From an optimization exercise on the open Yosys and OpenROAD flow, aimed at small area; shortcuts taken in it are not production practice.
Function was checked by simulation only, so behaviour that the tests miss may differ from the original.
Power and IR drop assume default switching activity.

**constraint.sdc**
```tcl
create_clock -name core_clock -period 10.0 [get_ports {clk}]
set_input_delay 2.0000 -clock core_clock [delete_from_list [all_inputs] [get_ports {clk}]]
set_output_delay 2.0000 -clock core_clock [all_outputs]
set_load 0.01 [all_outputs]
```
**design.v**
```verilog
`timescale 1ns / 1ps
module metro(
input clk,
input rst,
input sw1,
input sw2,
input sw3,
input sw4,
input sw5,
input sw6,
input swyon1,
input swyon2,
output AB1,
output AB2,
output AB3,
output AB4,
output AB5,
output AB6,
output reg CD1,
output reg CD2,
output reg CD3,
output reg CD4,
output reg CD5,
output reg CD6,
output reg CD7,
output reg CD8,
output reg CD9,
output reg CD10,
output [6:0] seg,
output reg [3:0] an 
    );
reg yonel;
wire yon;
reg [20:0]sayac1;
reg [31:0]sayac2;
reg [30:0]sayac3;
reg [31:0]sayac4;
reg clk1; 
reg clk2;
reg activate1;
reg activate2;
reg activate3;
reg activate4;
reg activate5;
reg activate6;
reg [6:0] one,two,three,four;
reg [1:0] count;
reg [2:0]scroll;
reg [10:0] D;
assign AB1 = (activate1 || sw1) & ~CD1 & ~CD2 & ~CD3 & ~CD4 & ~CD5 & ~CD6 & ~CD7 & ~CD8 & ~CD9 & ~CD10 & ~activate2 & ~activate3 & ~activate4 & ~activate5 & ~activate6;
assign AB2 = (activate2 || (sw2 & (swyon1 || swyon2))) & ~CD1 & ~CD2 & ~CD3 & ~CD4 & ~CD5 & ~CD6 & ~CD7 & ~CD8 & ~CD9 & ~CD10 & ~activate1 & ~activate3 & ~activate4 & ~activate5 & ~activate6;
assign AB3 = (activate3 || (sw3 & (swyon1 || swyon2))) & ~CD1 & ~CD2 & ~CD3 & ~CD4 & ~CD5 & ~CD6 & ~CD7 & ~CD8 & ~CD9 & ~CD10 & ~activate2 & ~activate1 & ~activate4 & ~activate5 & ~activate6;
assign AB4 = (activate4 || (sw4 & (swyon1 || swyon2))) & ~CD1 & ~CD2 & ~CD3 & ~CD4 & ~CD5 & ~CD6 & ~CD7 & ~CD8 & ~CD9 & ~CD10 & ~activate2 & ~activate3 & ~activate1 & ~activate5 & ~activate6;
assign AB5 = (activate5 || (sw5 & (swyon1 || swyon2))) & ~CD1 & ~CD2 & ~CD3 & ~CD4 & ~CD5 & ~CD6 & ~CD7 & ~CD8 & ~CD9 & ~CD10 & ~activate2 & ~activate3 & ~activate1 & ~activate4 & ~activate6;
assign AB6 = (activate6 || sw6) & ~CD1 & ~CD2 & ~CD3 & ~CD4 & ~CD5 & ~CD6 & ~CD7 & ~CD8 & ~CD9 & ~CD10 & ~activate2 & ~activate3 & ~activate4 & ~activate5 & ~activate1;
assign yon = yonel & (sw6 || (~swyon1 & ~sw1));
localparam [31:0] HALF1 = 500;
localparam [31:0] HALF2 = 5;
wire tick1 = (sayac2 == HALF1) & ~clk1;
wire tick2 = (sayac4 == HALF2) & ~clk2;
wire [1:0] count_n = count + 1;
always@(posedge clk)begin
    if (rst) begin
    sayac2 <= 0;
    clk1 <= 0;
    sayac4 <= 0;
    clk2 <= 0;
    end
    else begin
    if (sayac2 == HALF1)begin
    sayac2 <= 1;
    clk1 <= ~clk1;
    end
    else sayac2 <= sayac2 + 1;
    if (sayac4 == HALF2)begin
    sayac4 <= 1;
    clk2 <= ~clk2;
    end
    else sayac4 <= sayac4 + 1;
    end
end
segmento HH(D,seg);
always@(posedge clk)begin
    if (rst) scroll <= 0;
    else if (tick1) begin
    if (scroll == 4)begin
        scroll <= 1;
    end
    else begin
        scroll <= scroll + 1;
    end
    end
end
always@(posedge clk)begin
    if (rst) begin
    one <= 0;
    two <= 0;
    three <= 0;
    four <= 0;
    end
    else if (tick1)
    case(scroll)
        1:begin
        if (AB6)begin
        four <= 0;
        three <= 1;
        two <= 2;
        one <= 0;
        end
        if (AB5)begin
        four <= 3;
        three <= 4;
        two <= 5;
        one <= 6;
        end
        if (AB4)begin
        four <= 0;
        three <= 7;
        two <= 8;
        one <= 0;
        end
        if (AB3)begin
        four <= 0;
        three <= 9;
        two <= 10;
        one <= 11;
        end
        if (AB2)begin
        four <= 0;
        three <= 12;
        two <= 13;
        one <= 14;
        end
        if (AB1)begin
        four <= 15;
        three <= 16;
        two <= 17;
        one <= 18;
        end
        end
        2:begin
        if (AB6)begin
        four <= 1;
        three <= 2;
        two <= 0;
        one <= 0;
        end
        if (AB5)begin
        four <= 4;
        three <= 5;
        two <= 6;
        one <= 3;
        end
        if (AB4)begin
        four <= 7;
        three <= 8;
        two <= 0;
        one <= 0;
        end
        if (AB3)begin
        four <= 9;
        three <= 10;
        two <= 11;
        one <= 0;
        end
        if (AB2)begin
        four <= 12;
        three <= 13;
        two <= 14;
        one <= 0;
        end
        if (AB1)begin
        four <= 16;
        three <= 17;
        two <= 18;
        one <= 15;
        end
        end
        3:begin
        if (AB6)begin
        four <= 2;
        three <= 0;
        two <= 0;
        one <= 1;
        end
        if (AB5)begin
        four <= 5;
        three <= 6;
        two <= 3;
        one <= 4;
        end
        if (AB4)begin
        four <= 8;
        three <= 0;
        two <= 0;
        one <= 7;
        end
        if (AB3)begin
        four <= 10;
        three <= 11;
        two <= 0;
        one <= 9;
        end
        if (AB2)begin
        four <= 13;
        three <= 14;
        two <= 0;
        one <= 12;
        end
        if (AB1)begin
        four <= 17;
        three <= 18;
        two <= 15;
        one <= 16;
        end
        end
        4:begin
        if (AB6)begin
        four <= 0;
        three <= 0;
        two <= 1;
        one <= 2;
        end
        if (AB5)begin
        four <= 6;
        three <= 3;
        two <= 4;
        one <= 5;
        end
        if (AB4)begin
        four <= 0;
        three <= 0;
        two <= 7;
        one <= 8;
        end
        if (AB3)begin
        four <= 11;
        three <= 0;
        two <= 9;
        one <= 10;
        end
        if (AB2)begin
        four <= 14;
        three <= 0;
        two <= 12;
        one <= 13;
        end
        if (AB1)begin
        four <= 18;
        three <= 15;
        two <= 16;
        one <= 17;
        end
        end
    endcase
end
always@(posedge clk)begin
    if (rst) begin
    count <= 0;
    D <= 0;
    an <= 4'b1111;
    end
    else if (tick2) begin
    count <= count_n;
    case(count_n)
    2'b00: begin
    D <= one;
    if(AB1 || AB2 || AB3 || AB4 || AB5 || AB6)begin an <= 4'b1110;
    end
    else begin
    an <= 4'b1111;
    end
    end
    2'b01: begin
    D <= two;
    if(AB1 || AB2 || AB3 || AB4 || AB5 || AB6)begin an <= 4'b1101;
    end
    else begin
    an <= 4'b1111;
    end  
    end
    2'b10: begin
    D <= three;
    if(AB1 || AB2 || AB3 || AB4 || AB5 || AB6)begin an <= 4'b1011;
    end
    else begin
    an <= 4'b1111;
    end
    end
    2'b11: begin
    D <= four;
   if(AB1 || AB2 || AB3 || AB4 || AB5 || AB6)begin an <= 4'b0111;
    end
    else begin
    an <= 4'b1111;
    end
    end
    endcase
end
    end
always@(posedge clk)begin
if (rst) begin
    sayac1 <= 0;
    sayac3 <= 0;
    CD1 <= 0;
    CD2 <= 0;
    CD3 <= 0;
    CD4 <= 0;
    CD5 <= 0;
    CD6 <= 0;
    CD7 <= 0;
    CD8 <= 0;
    CD9 <= 0;
    CD10 <= 0;
    activate1 <= 0;
    activate2 <= 0;
    activate3 <= 0;
    activate4 <= 0;
    activate5 <= 0;
    activate6 <= 0;
    yonel <= 1;
end
else if (tick1) begin
if (sayac3 == 4 )begin
    sayac3 <= 0;
    if (AB1)begin
    if (sayac1 == 5)
    begin CD1 <= 1;
    activate1 <= 0;  
    yonel <= 0;
    sayac1 <= 0;
    end
    else begin 
    sayac1 <= sayac1 + 1;   
    end   
    end    
    else if (CD1 & yon)begin
    CD1 <= 0;
    activate1 <= 1;
    end
    else if (CD1 & ~yon)begin
    CD2 <= 1;
    CD1 <= 0;           
    end
    else if (CD2 & yon)begin
    CD2 <= 0;
    CD1 <= 1;       
    end
    else if (CD2 & ~yon)begin
    CD2 <= 0;
    activate2 <= 1;
    end
    else if (AB2 & yon)begin
    if (sayac1 == 5) begin
    CD2 <= 1;
    activate2 <= 0; 
    sayac1 <= 0;      
    end
    else begin 
        sayac1 <= sayac1 + 1;
    end
    end
    else if (AB2 & ~yon)begin
    if (sayac1 == 5) begin
    CD3 <= 1;
    activate2 <= 0;
    sayac1 <= 0;           
    end
    else begin 
        sayac1 <= sayac1 + 1;
    end
    end
    else if (CD3 & yon)begin
    CD3 <= 0;
    activate2 <= 1; 
    end
    else if (CD3 & ~yon)begin
    CD3 <= 0;
    CD4 <= 1;       
    end
    else if (CD4 & yon)begin
    CD4 <= 0;
    CD3 <= 1;       
    end
    else if (CD4 & ~yon)begin
    CD4 <= 0;
    activate3 <= 1; 
    end
    else if (AB3 & yon)begin
    if (sayac1 == 5)begin
    CD4 <= 1;
    activate3 <= 0;
    sayac1 <= 0;           
    end
    else begin
    sayac1 <= sayac1 + 1;
    end
    end
    else if (AB3 & ~yon)begin
    if (sayac1 == 5)begin
    CD5 <= 1;
    activate3 <= 0;
    sayac1 <= 0;           
    end
    else begin
        sayac1 <= sayac1 + 1;
    end
    end
    else if (CD5 & yon)begin
    CD5 <= 0;
    activate3 <= 1; 
    end
    else if (CD5 & ~yon)begin
    CD5 <= 0;
    CD6 <= 1;       
    end
    else if (CD6 & yon)begin
    CD6 <= 0;
    CD5 <= 1;       
    end
    else if (CD6 & ~yon)begin
    CD6 <= 0;
    activate4 <= 1;  
    end
    else if (AB4 & yon)begin
    if (sayac1 == 5)begin
    CD6 <= 1;
    activate4 <= 0;
    sayac1 <= 0;           
    end
    else begin
        sayac1 <= sayac1 + 1;
    end
    end
    else if (AB4 & ~yon)begin
    if (sayac1 == 5)begin
    CD7 <= 1;
    activate4 <= 0;
    sayac1 <= 0;           
    end
    else begin
        sayac1 <= sayac1 + 1;
    end
    end
    else if (CD7 & yon)begin
    CD7 <= 0;
    activate4 <= 1;  
    end
    else if (CD7 & ~yon)begin
    CD7 <= 0;
    CD8 <= 1;       
    end
    else if (CD8 & yon)begin
    CD8 <= 0;
    CD7 <= 1;       
    end
    else if (CD8 & ~yon)begin
    CD8 <= 0;
    activate5 <= 1;
    end
    else if (AB5 & yon)begin
    if (sayac1 == 5)begin
    CD8 <= 1;
    activate5 <= 0;
    sayac1 <= 0;      
    end
    else begin
        sayac1 <= sayac1 + 1;
    end
    end
    else if (AB5 & ~yon)begin
    if (sayac1 == 5)begin
    CD9 <= 1;
    activate5 <= 0;
    sayac1 <= 0;     
    end
    else begin
        sayac1 <= sayac1 + 1;
    end
    end
    else if (CD9 & yon)begin
    CD9 <= 0;
    activate5 <= 1; 
    end
    else if (CD9 & ~yon)begin
    CD9 <= 0;
    CD10 <= 1;       
    end
    else if (CD10 & yon)begin
    CD10 <= 0;
    CD9 <= 1;       
    end
    else if (CD10 & ~yon)begin
    CD10 <= 0;
    activate6 <= 1;  
    end
    else if (AB6)begin
    if (sayac1 == 5)begin
    CD10 <= 1;
    activate6 <= 0;
    sayac1 <= 0;     
    yonel <= 1;      
    end
    else begin 
        sayac1 <= sayac1 + 1;
    end
    end
    end
    else begin
        sayac3 <= sayac3 + 1 ;
    end
    end
end
endmodule
`timescale 1ns / 1ps
module segmento(
input [10:0] Y,
output reg [6:0] disp
    );
always@(Y)begin
case(Y)
0: disp = 7'b0111111;
1: disp = 7'b0001000;
2: disp = 7'b0000011; 
3: disp = 7'b0000011;
4: disp = 7'b0001011;
5: disp = 7'b1000110; 
6: disp = 7'b0000110;
7: disp = 7'b0010010;
8: disp = 7'b0010010;
9: disp = 7'b0010000;
10: disp = 7'b0001100;
11: disp = 7'b1100001;
12: disp = 7'b0001101;
13: disp = 7'b0100001;
14: disp = 7'b0000011;
15: disp = 7'b0111111;
16: disp = 7'b0000111;
17: disp = 7'b0101011;
18: disp = 7'b0101011;
default: disp = 7'b0000000;
endcase
end
endmodule
```
**run.sh**
```bash
#!/bin/bash
# synth_recipe.tcl (not shown) runs the flow's synth.tcl, then flattens the netlist and writes it again
# the make line also repeats each setting of config.mk as NAME=value (left out here)
make -C /OpenROAD-flow-scripts/flow DESIGN_CONFIG=/design/flow/config.mk WORK_HOME=/design/flow/orfs CLKGATE_MAP_FILE= SYNTH_SCRIPT=/design/flow/synth_recipe.tcl finish
```
**config.mk**
```make
export PLATFORM = sky130hd
export DESIGN_NAME = metro
export DESIGN_NICKNAME = metro
export VERILOG_FILES = /design/flow/design.v
export SDC_FILE = /design/flow/constraint.sdc
export NUM_CORES = 4
export LEC_CHECK = 0
export CAP_MARGIN = 20
export CORE_MARGIN = 2
export CORE_UTILIZATION = 40
export SLEW_MARGIN = 20
```
==> run notes <==
worst register-to-register path: cells and delay by family (launching register included):
kind	cells	cell delay, ns
AOI/OAI and AO/OA	1	0.19
adders and majority gates	2	0.45
DFF	1	0.42
muxes	1	0.44
and+or+nand+nor	6	2.00
kinds of logic after synthesis:
group / count (synthesis)
fa+ha+maj: 21
simple gates: 573
mux: 16
compound gates: 255
flops: 186
xor+xnor: 95
buf+inv: 109
cell type report:
| cell class | instances | share of cell area (%) |
|---|---|---|
| clock buffers | 19 | 3.91 |
| clock inverters | 13 | 1.03 |
| inverters | 43 | 1.57 |
| multi-input cells | 960 | 52.2 |
| flip-flops and latches | 186 | 33.6 |
| well taps | 324 | 3.66 |
| repair buffers | 45 | 4.00 |
power breakdown:
| part | internal (W) | switching [W] | leakage (nW) |
|---|---|---|---|
| clock | 0.000325 | 0.000316 | 0.257 |
| sequential | 0.000743 | 0.00000300 | 1.50 |
| combinational | 0.0000256 | 0.0000605 | 1.93 |
cells in the final DEF, fill, tap and decap left out, types with 8 or more instances in the layout:
cell type	count
dfxtp_1	186
nor2_1	175
nand2_1	97
a21oi_1	78
o21ai_0	70
nand3_1	60
xnor2_1	53
xor2_1	42
nor3_1	40
inv_1	38
nor4_1	35
clkdlybuf4s50_1	35
nand4_1	32
or3_1	28
and3_1	23
and2_1	22
ha_1	21
clkbuf_16	17
mux2i_1	14
a31oi_1	11
or2_2	8
nor2b_1	8
o31ai_1	8
and4_1	8
buf_4	8
metal layers:
| metal | wire [µm] | global-route usage (%) |
|---|---|---|
| met5 | 0 | 0 |
| met3 | 1450 | 3.22 |
| met4 | 663 | 7.76 |
| met1 | 11700 | 26.1 |
| met2 | 10900 | 29.8 |
synthesized netlist by cell type, types with 8 or more instances:
library cell	number
a31oi_1	11
nor3_1	40
and4_1	8
o21ai_0	70
xor2_1	42
dfxtp_1	186
a21oi_1	78
and3_1	23
nand4_1	32
mux2i_1	14
inv_1	38
nor2_1	175
buf_2	9
nor2b_1	8
clkbuf_1	50
o31ai_1	8
or3_1	28
nand2_1	97
and2_1	22
xnor2_1	53
or2_2	8
nor4_1	36
ha_1	21
nand3_1	60
worst max-delay path by stage:
stage	startpoint	end	slack (ns)	cells past startpoint
after detailed placement	swyon1	AB4	3.57	6
after floorplan	swyon2	AB5	4.87	7
after global routing	swyon1	AB4	3.41	6
after CTS	swyon1	AB4	3.56	6
after global placement	swyon1	AB4	3.64	6
final	swyon1	AB4	3.52	6
metrics by stage:
stage | cells | cell area, µm² | utilization, %
finish | 1590 | 11100 | 45.4
CTS | 1589 | 11100 | 45.3
floorplan | 1255 | 9960 | -
global placement | 1557 | 10500 | 43.1
detailed placement | 1557 | 10500 | 43.1
global route | 1590 | 11100 | 45.4
sequential cells by signal (all words and copies together), names as in the netlist, 2 cells and up, named ones only:
register,flops
sayac2,32
sayac4,32
sayac3,31
sayac1,21
D,7
four,7
one,7
three,7
two,7
an,4
scroll,3
count,2
==> qor.yml <==
skew_ns: 0.0136
fmax_mhz: 154
clkLatencyLatePin_ns: 0.44
setup_slack_ns: 3.52
outcome: "finished clean"
syn_nets: 1286
cts_resized: 0
avgViaCountPerCell: 5.68
syn_area_um2: 9960
maxCapViolations: 0
grt_use_total_pct: 19.1
worst_pin_slew_ns: 1.05
ys_ff_latch: 186
power_density_nw_per_um2: 133
synthTopCellsByArea: "dfxtp_1 (37%), nor2_1 (6.6%), xnor2_1 (4.7%)"
synth-xor-area-share_pct: 8.36
synth.distinct_cells: 79
hp-class: "reg -> reg"
setup_violations: 0
ys_seq_area_share_pct: 37.4
antenna_cells: 0
drive_gt1_share_pct: 5.53
synth_enable_flop_cells: 0
die_x_um: 162
holdWs_ns: 0.464
slowest_stage: "clkdlybuf4s50_1"
synth_top_family_by_area: "simple AND/OR/NAND/NOR gates"
synth.largest_area_cell: "dfxtp_1"
hold_viol_final: 0
grt_setup_unrepaired: "false"
synthMuxAreaShare_pct: 1.63
area_growth_pct: 11.3
htreeDepth: 4
arrival_ns: 4.48
netlist.area_leader.share_pct: 37.4
grt_max_degree: 57
critPathBufInv: 3
grt-ovfl-total: 0
cts_setup_buffers: 0
max-clock-path-buffers: 2
core_region_area_um2: 24400
dieArea_um2: 26200
cts_root_buffer: "clkbuf_16"
synth.avg_cell_area_um2: 7.93
crit_family: "buffers and inverters"
crit_type: "in -> out"
gp_congestion: 0.934
drcViolationCount: 0
initial_core_util_pct: 40.8
dr.pass1.iters: 6
fin_crit_sh_pct: 64.8
top_level_ports: 37
dieHeight_um: 162
seq_area_um2: 3720
grt_pass1_vias: 8203
cp_cell_sequence: "clkdlybuf4s50_1, or2_1, a21oi_1, nand4bb_1, inv_2, clkdlybuf4s50_1"
ys_async_sr_fraction_pct: 0
cts_tree: "done"
drt_iter0_markers: 819
place.detailed.hpwl_um: 17100
r2r_slack_ns: 6.41
nNetsFinal: 1284
synth_compound_area_share_pct: 16.2
ctsHoldBuffers: 0
finalSetupTns_ns: 0
cts_made_buffers: 17
reg2reg_depth: 10
portBuffers: 36
grt_pass1_wl_um: 41300
slew_violations: 0
cpMostUsedCell: "clkdlybuf4s50_1"
synth_simple_gate_area_share_pct: 29.2
totalWireLength_um: 24800
cp.required_ns: 8.00
cp-start-kind: "primary input"
maxSlewHeadroom_pct: 30.1
hp-start: "one[6]"
r2r_start: "sayac4[0]"
finalPower_w: 0.00147
hold_depth: 1
synthCells: 1255
cpPeakStageDelay_ns: 0.61
fin_crit_ns: 6.48
min_to: "one[6]"
postRouteAntennaNets: 0
vdd_drop_max_mv: 0.0975
clk_pin_slew_worst_paths_ns: 0.07
multi_input_comb_area_um2: 5790
antenna_found_initial: 0
n_fill_cell: 2499
synth_warnings: 2
wl_per_cell_um: 15.6
place_ws_ns: 3.57
clock-sinks: 186
synthFlopType: "dfxtp_1"
p_leak_nw: 3.69
rows: 57
worst_setup_path_end_kind: "primary output"
synth_fa_ha_area_share_pct: 2.64
crit_fanout: 19
vias: 9024

[static timing again, ports no longer ideal]
No port has a modelled driver above. Below, the same layout with a new extraction and two added sets of constraints.
Step 1: set_driving_cell puts a clkbuf_16 on clk and a buf_2 on each other input, an assumption about the parent block.
Step 2 adds t to the input delays and takes it off the output delays; t is the mean of the earliest and latest rising clock arrival at the registers after step 1. Input paths then give back, and output paths get back, about the clock's delay inside the block.
Slacks: no drivers / after step 1 / after step 2; pairs: no drivers / after step 1.
t (ns): 0.479
setup WS [ns]: 3.518 / 3.493 / 3.493
worst setup path after step 2: input to output
pins driven straight from the clock port: 1
After both steps setup and hold are still met in this run. For this run, drivers alone change the setup slack by -0.025 ns; drivers and shift together by -0.025 ns.
